What follows belongs to an exercise in optimizing a design on an open flow for small area; a production flow would make more cautious choices. The RTL was checked by simulation tests, not by an equivalence proof against the original design.

// VM
module VM ( i_product,
            i_money,
            i_buy,
            i_clk,
            i_rst_n,
            o_product,
            o_change,
            o_busy,
            o_no_change,
            o_strobe,
            o_need_more_money,
            o_future_change,
            o_empty);
==> flow/config.mk <==
export PLATFORM = sky130hd
export DESIGN_NAME = VM
export DESIGN_NICKNAME = VM
export VERILOG_FILES = /design/flow/design.v
export SDC_FILE = /design/flow/constraint.sdc
export NUM_CORES = 4
export LEC_CHECK = 0
export CAP_MARGIN = 20
export CORE_MARGIN = 2
export CORE_UTILIZATION = 40
export SLEW_MARGIN = 20
==> flow/constraint.sdc <==
create_clock -name core_clock -period 12.0 [get_ports {i_clk}]
set_input_delay 2.4000 -clock core_clock [delete_from_list [all_inputs] [get_ports {i_clk}]]
set_output_delay 2.4000 -clock core_clock [all_outputs]
set_load 0.01 [all_outputs]
standard.sh (not shown) runs the stock make flow with config.mk's settings and CLKGATE_MAP_FILE= SYNTH_SCRIPT=/design/flow/synth_recipe.tcl, a recipe that flattens the netlist after the stock synthesis.
==> flow/flow/run.sh <==
#!/bin/bash
# Own layout flow: the standard layout (standard.sh), with
#  - an area-oriented ABC script for the combinational logic (registers are mapped as in the
#    standard synthesis, before ABC runs, so they keep their names and cells),
#  - the smallest buffer on each input and output port,
#  - a clock tree without dummy loads.
# Each tool's full output is in orfs/logs/; make's output is in flow.log here.
set -euo pipefail
W=$PWD
F=$W/flow
cat > "$W/own_synth.tcl" <<EOT
proc abc {args} {
  set i [lsearch -exact \$args -script]
  if {\$i >= 0} { lset args [expr {\$i + 1}] $F/abc_area.script }
  yosys abc {*}\$args
}
source $W/synth_recipe.tcl
EOT
CTS="-sink_clustering_enable -repair_clock_nets -dont_use_dummy_load"
[[ -f $F/cts_args ]] && CTS=$(cat "$F/cts_args")
bash "$W/standard.sh" "SYNTH_SCRIPT=$W/own_synth.tcl" \
  "BUFFER_PORTS_ARGS=-buffer_cell sky130_fd_sc_hd__buf_1" \
  "CTS_ARGS=$CTS" finish > "$W/flow.log" 2>&1
==> flow/flow/abc_area.script <==
strash
&get -n
&st
&synch2
&if -K 6 -a
&mfs
&st
&synch2
&if -K 6 -a
&mfs
&st
&dch -f
&nf -R 1000
&put
topo
dnsize -c
Change:
==> flow/flow/run.sh (replaced) <==
#!/bin/bash
# Own layout flow: the standard layout (standard.sh) with these changes:
#  - ABC maps the combinational logic with an area-oriented script (abc_area.script);
#    registers are mapped before ABC runs, as in the standard synthesis, so they keep
#    their names and cells;
#  - each input and output port gets the smallest buffer (buf_1);
#  - the clock tree uses clkbuf_8 and no dummy loads (cts_args);
#  - after global routing, power recovery downsizes gates off the critical paths and
#    post_grt.tcl then repairs any slew or capacitance limit that broke.
# Each tool's full output is in orfs/logs/; make's output is in flow.log here.
set -euo pipefail
W=$PWD
F=$W/flow
{
  cat <<EOT
proc abc {args} {
  set i [lsearch -exact \$args -script]
  if {\$i >= 0} { lset args [expr {\$i + 1}] $F/abc_area.script }
  yosys abc {*}\$args
}
EOT
  cat "$W/synth_recipe.tcl"
} > "$W/own_synth.tcl"
CTS="-sink_clustering_enable -repair_clock_nets -dont_use_dummy_load"
[[ -f $F/cts_args ]] && CTS=$(cat "$F/cts_args")
# further make variables, one per line
EXTRA=()
if [[ -f $F/make_args ]]; then mapfile -t EXTRA < "$F/make_args"; fi
if [[ -f $F/post_grt.tcl ]]; then EXTRA+=("POST_GLOBAL_ROUTE_TCL=$F/post_grt.tcl"); fi
bash "$W/standard.sh" "SYNTH_SCRIPT=$W/own_synth.tcl" \
  "BUFFER_PORTS_ARGS=-buffer_cell sky130_fd_sc_hd__buf_1" \
  "CTS_ARGS=$CTS" "${EXTRA[@]}" finish > "$W/flow.log" 2>&1
==> flow/flow/cts_args (new file) <==
-sink_clustering_enable -repair_clock_nets -dont_use_dummy_load -buf_list sky130_fd_sc_hd__clkbuf_8 -sink_clustering_size 24 -sink_clustering_max_diameter 120
==> flow/flow/make_args (new file) <==
RECOVER_POWER=100
==> flow/flow/post_grt.tcl (new file) <==
# After power recovery (which downsizes gates off the critical paths), fix any slew or
# capacitance limit it broke, then legalize and reroute the touched nets.
global_route -start_incremental
repair_design -verbose -slew_margin $::env(SLEW_MARGIN) -cap_margin $::env(CAP_MARGIN)
detailed_placement
global_route -end_incremental
estimate_parasitics -global_routing
- CAP_MARGIN: 20 -> 5
- CORE_UTILIZATION: 40 -> 65
- GPL_TIMING_DRIVEN: unset -> 0
- PLACE_DENSITY: unset -> 0.8
- SLEW_MARGIN: 20 -> 5
Result:
- worst hold slack barely changes
- non-clock buffer count grows by 5
- global-route usage grows by 12 points
- die area shrinks by 38%
Change:
==> flow/flow/run.sh (replaced) <==
#!/bin/bash
# Own layout flow: the standard layout (standard.sh), with
#  - an area-oriented ABC script for the combinational logic (registers are mapped as in the
#    standard synthesis, before ABC runs, so they keep their names and cells),
#  - the smallest buffer on each input and output port,
#  - a clock tree without dummy loads.
# Each tool's full output is in orfs/logs/; make's output is in flow.log here.
set -euo pipefail
W=$PWD
F=$W/flow
cat > "$W/own_synth.tcl" <<EOT
proc abc {args} {
  set i [lsearch -exact \$args -script]
  if {\$i >= 0} { lset args [expr {\$i + 1}] $F/abc_area.script }
  yosys abc {*}\$args
}
source $W/synth_recipe.tcl
EOT
CTS="-sink_clustering_enable -repair_clock_nets -dont_use_dummy_load"
[[ -f $F/cts_args ]] && CTS=$(cat "$F/cts_args")
bash "$W/standard.sh" "SYNTH_SCRIPT=$W/own_synth.tcl" \
  "BUFFER_PORTS_ARGS=-buffer_cell sky130_fd_sc_hd__buf_1" \
  "CTS_ARGS=$CTS" finish > "$W/flow.log" 2>&1
- CAP_MARGIN: 5 -> 20
- CORE_UTILIZATION: 65 -> 40
- GPL_TIMING_DRIVEN: 0 -> unset
- PLACE_DENSITY: 0.8 -> unset
- SLEW_MARGIN: 5 -> 20
removed: flow/flow/make_args
removed: flow/flow/post_grt.tcl
Area after synthesis is unchanged.
Final area fell by 0.38%.
Synthesized cell count does not change.
Via count fell by about 5%.

VM, a different RTL version from the one above (not shown whole).
Size: ~910 cells after synthesis, about 170 flip-flops, ~74 I/O pins, ~8800 µm² of cells after synthesis.
==> flow/config.mk <==
export PLATFORM = sky130hd
export DESIGN_NAME = VM
export DESIGN_NICKNAME = VM
export VERILOG_FILES = /design/flow/design.v
export SDC_FILE = /design/flow/constraint.sdc
export NUM_CORES = 4
export LEC_CHECK = 0
export CAP_MARGIN = 5
export CORE_MARGIN = 2
export CORE_UTILIZATION = 72
export GPL_TIMING_DRIVEN = 0
export PLACE_DENSITY = 0.85
export SLEW_MARGIN = 5
==> flow/constraint.sdc <==
create_clock -name core_clock -period 12.0 [get_ports {i_clk}]
set_input_delay 2.4000 -clock core_clock [delete_from_list [all_inputs] [get_ports {i_clk}]]
set_output_delay 2.4000 -clock core_clock [all_outputs]
set_load 0.01 [all_outputs]
==> flow/flow/run.sh <==
#!/bin/bash
# Own layout flow: the standard layout (standard.sh), with
#  - an area-oriented ABC script for the combinational logic (registers are mapped as in the
#    standard synthesis, before ABC runs, so they keep their names and cells),
#  - the smallest buffer on each input and output port,
#  - a clock tree without dummy loads.
# Each tool's full output is in orfs/logs/; make's output is in flow.log here.
set -euo pipefail
W=$PWD
F=$W/flow
cat > "$W/own_synth.tcl" <<EOT
proc abc {args} {
  set i [lsearch -exact \$args -script]
  if {\$i >= 0} { lset args [expr {\$i + 1}] $F/abc_area.script }
  yosys abc {*}\$args
}
source $W/synth_recipe.tcl
EOT
CTS="-sink_clustering_enable -repair_clock_nets -dont_use_dummy_load"
[[ -f $F/cts_args ]] && CTS=$(cat "$F/cts_args")
bash "$W/standard.sh" "SYNTH_SCRIPT=$W/own_synth.tcl" \
  "BUFFER_PORTS_ARGS=-buffer_cell sky130_fd_sc_hd__buf_1" \
  "CTS_ARGS=$CTS" finish > "$W/flow.log" 2>&1
==> flow/flow/cts_args <==
-sink_clustering_enable -repair_clock_nets -dont_use_dummy_load -buf_list sky130_fd_sc_hd__clkbuf_8 -sink_clustering_size 24 -sink_clustering_max_diameter 120
Scripts as last shown in full above: flow/flow/abc_area.script
The starting point finished clean.
Change:
--- a/flow/flow/run.sh
+++ b/flow/flow/run.sh
@@ -3,2 +3,3 @@
-#  - an area-oriented ABC script for the combinational logic (registers are mapped as in the
-#    standard synthesis, before ABC runs, so they keep their names and cells),
+#  - an area-oriented ABC script for the combinational logic and no quick ABC pass inside
+#    Yosys's synth (registers are mapped as in the standard synthesis, before ABC runs, so
+#    they keep their names and cells),
@@ -11 +12,5 @@
-cat > "$W/own_synth.tcl" <<EOT
+# synth_recipe.tcl with Yosys's quick ABC pass inside synth skipped (-noabc), so that the
+# full adders are extracted from the RTL's own adder structure, and ABC's final mapping run
+# with the area script.
+{
+  cat <<EOT
@@ -17 +21,0 @@
-source $W/synth_recipe.tcl
@@ -18,0 +23,2 @@
+  sed 's/yosys synth -nofsm -noshare /yosys synth -nofsm -noshare -noabc /' "$W/synth_recipe.tcl"
+} > "$W/own_synth.tcl"
--- a/flow/flow/abc_area.script
+++ b/flow/flow/abc_area.script
@@ -14,0 +15,10 @@
+strash
+&get -n
+&st
+&synch2
+&if -K 6 -a
+&mfs
+&st
+&dch -f
+&nf -R 1000
+&put
==> flow/flow/cts_args (replaced) <==
-sink_clustering_enable -repair_clock_nets -dont_use_dummy_load -buf_list sky130_fd_sc_hd__clkbuf_4 sky130_fd_sc_hd__clkbuf_8
--- a/flow/config.mk
+++ b/flow/config.mk
@@ -10 +10 @@
-export CORE_UTILIZATION = 72
+export CORE_UTILIZATION = 65
@@ -12 +12 @@
-export PLACE_DENSITY = 0.85
+export PLACE_DENSITY = 0.8
=>
- Now the flow ended with an error in clock tree synthesis
- area after synthesis is lower by about 0.9%
- synthesized cell count falls by 5.0%
Change:
--- a/flow/flow/run.sh
+++ b/flow/flow/run.sh
@@ -3,3 +3,2 @@
-#  - an area-oriented ABC script for the combinational logic and no quick ABC pass inside
-#    Yosys's synth (registers are mapped as in the standard synthesis, before ABC runs, so
-#    they keep their names and cells),
+#  - an area-oriented ABC script for the combinational logic (registers are mapped as in the
+#    standard synthesis, before ABC runs, so they keep their names and cells),
@@ -12,5 +11 @@
-# synth_recipe.tcl with Yosys's quick ABC pass inside synth skipped (-noabc), so that the
-# full adders are extracted from the RTL's own adder structure, and ABC's final mapping run
-# with the area script.
-{
-  cat <<EOT
+cat > "$W/own_synth.tcl" <<EOT
@@ -21,0 +17 @@
+source $W/synth_recipe.tcl
@@ -23,2 +18,0 @@
-  sed 's/yosys synth -nofsm -noshare /yosys synth -nofsm -noshare -noabc /' "$W/synth_recipe.tcl"
-} > "$W/own_synth.tcl"
==> flow/flow/abc_area.script (replaced) <==
strash
&get -n
&st
&synch2
&if -K 6 -a
&mfs
&st
&synch2
&if -K 6 -a
&mfs
&st
&dch -f
&nf -R 1000
&put
topo
dnsize -c
==> flow/flow/cts_args (replaced) <==
-sink_clustering_enable -repair_clock_nets -dont_use_dummy_load -buf_list sky130_fd_sc_hd__clkbuf_8 -sink_clustering_size 24 -sink_clustering_max_diameter 120
--- a/flow/config.mk
+++ b/flow/config.mk
@@ -10 +10 @@
-export CORE_UTILIZATION = 65
+export CORE_UTILIZATION = 40
@@ -12 +11,0 @@
-export PLACE_DENSITY = 0.8
=> The new run went through all stages and came out clean; synthesized cell count grows by 5.3%; area after synthesis climbs by 0.90%.
Change:
--- a/flow/config.mk
+++ b/flow/config.mk
@@ -8 +8 @@
-export CAP_MARGIN = 5
+export CAP_MARGIN = 20
@@ -10 +10 @@
-export CORE_UTILIZATION = 40
+export CORE_UTILIZATION = 60
@@ -12 +12,2 @@
-export SLEW_MARGIN = 5
+export PLACE_DENSITY = 0.75
+export SLEW_MARGIN = 20
Outcome:
- synthesized area is unchanged
- via count increases by 0.64%

==> what the ideal ports hide <==
No port has a modelled driver above. Below, the same layouts with a new extraction and two added sets of constraints.
Step 1: set_driving_cell puts a clkbuf_16 on i_clk and a buf_2 on each other input, an assumption about the parent block.
Step 2 moves the port delays by t, midway between the first and last clock arrival at a register: inputs arrive t later, outputs are due t later. That takes back most of the time a late clock gives input paths.
Three values: no drivers, after step 1, after step 2; two values: the first two.
run | shift t [ns] | setup WS [ns] | latest minus earliest clock arrival (ns) | worst data-port slew with drivers (ns) | cell pins on the clock port's net
the first run of note 1 | 0.460 | 0.349 / 0.307 / 0.767 | 0.026 / 0.026 | 0.08 | 1
the second run of note 1 | 0.483 | 0.142 / 0.103 / 0.439 | 0.025 / 0.025 | 0.06 | 1
the third run of note 1 | 0.487 | 0.253 / 0.215 / 0.702 | 0.044 / 0.045 | 0.08 | 1
the first run of note 2 | 0.499 | 0.525 / 0.486 / 0.903 | 0.034 / 0.033 | 0.05 | 1
the third run of note 2 | 0.495 | 0.513 / 0.471 / 0.966 | 0.058 / 0.058 | 0.07 | 1
the fourth run of note 2 | 0.490 | 0.499 / 0.458 / 0.867 | 0.030 / 0.029 | 0.06 | 1
After both steps every run listed still meets setup and hold.
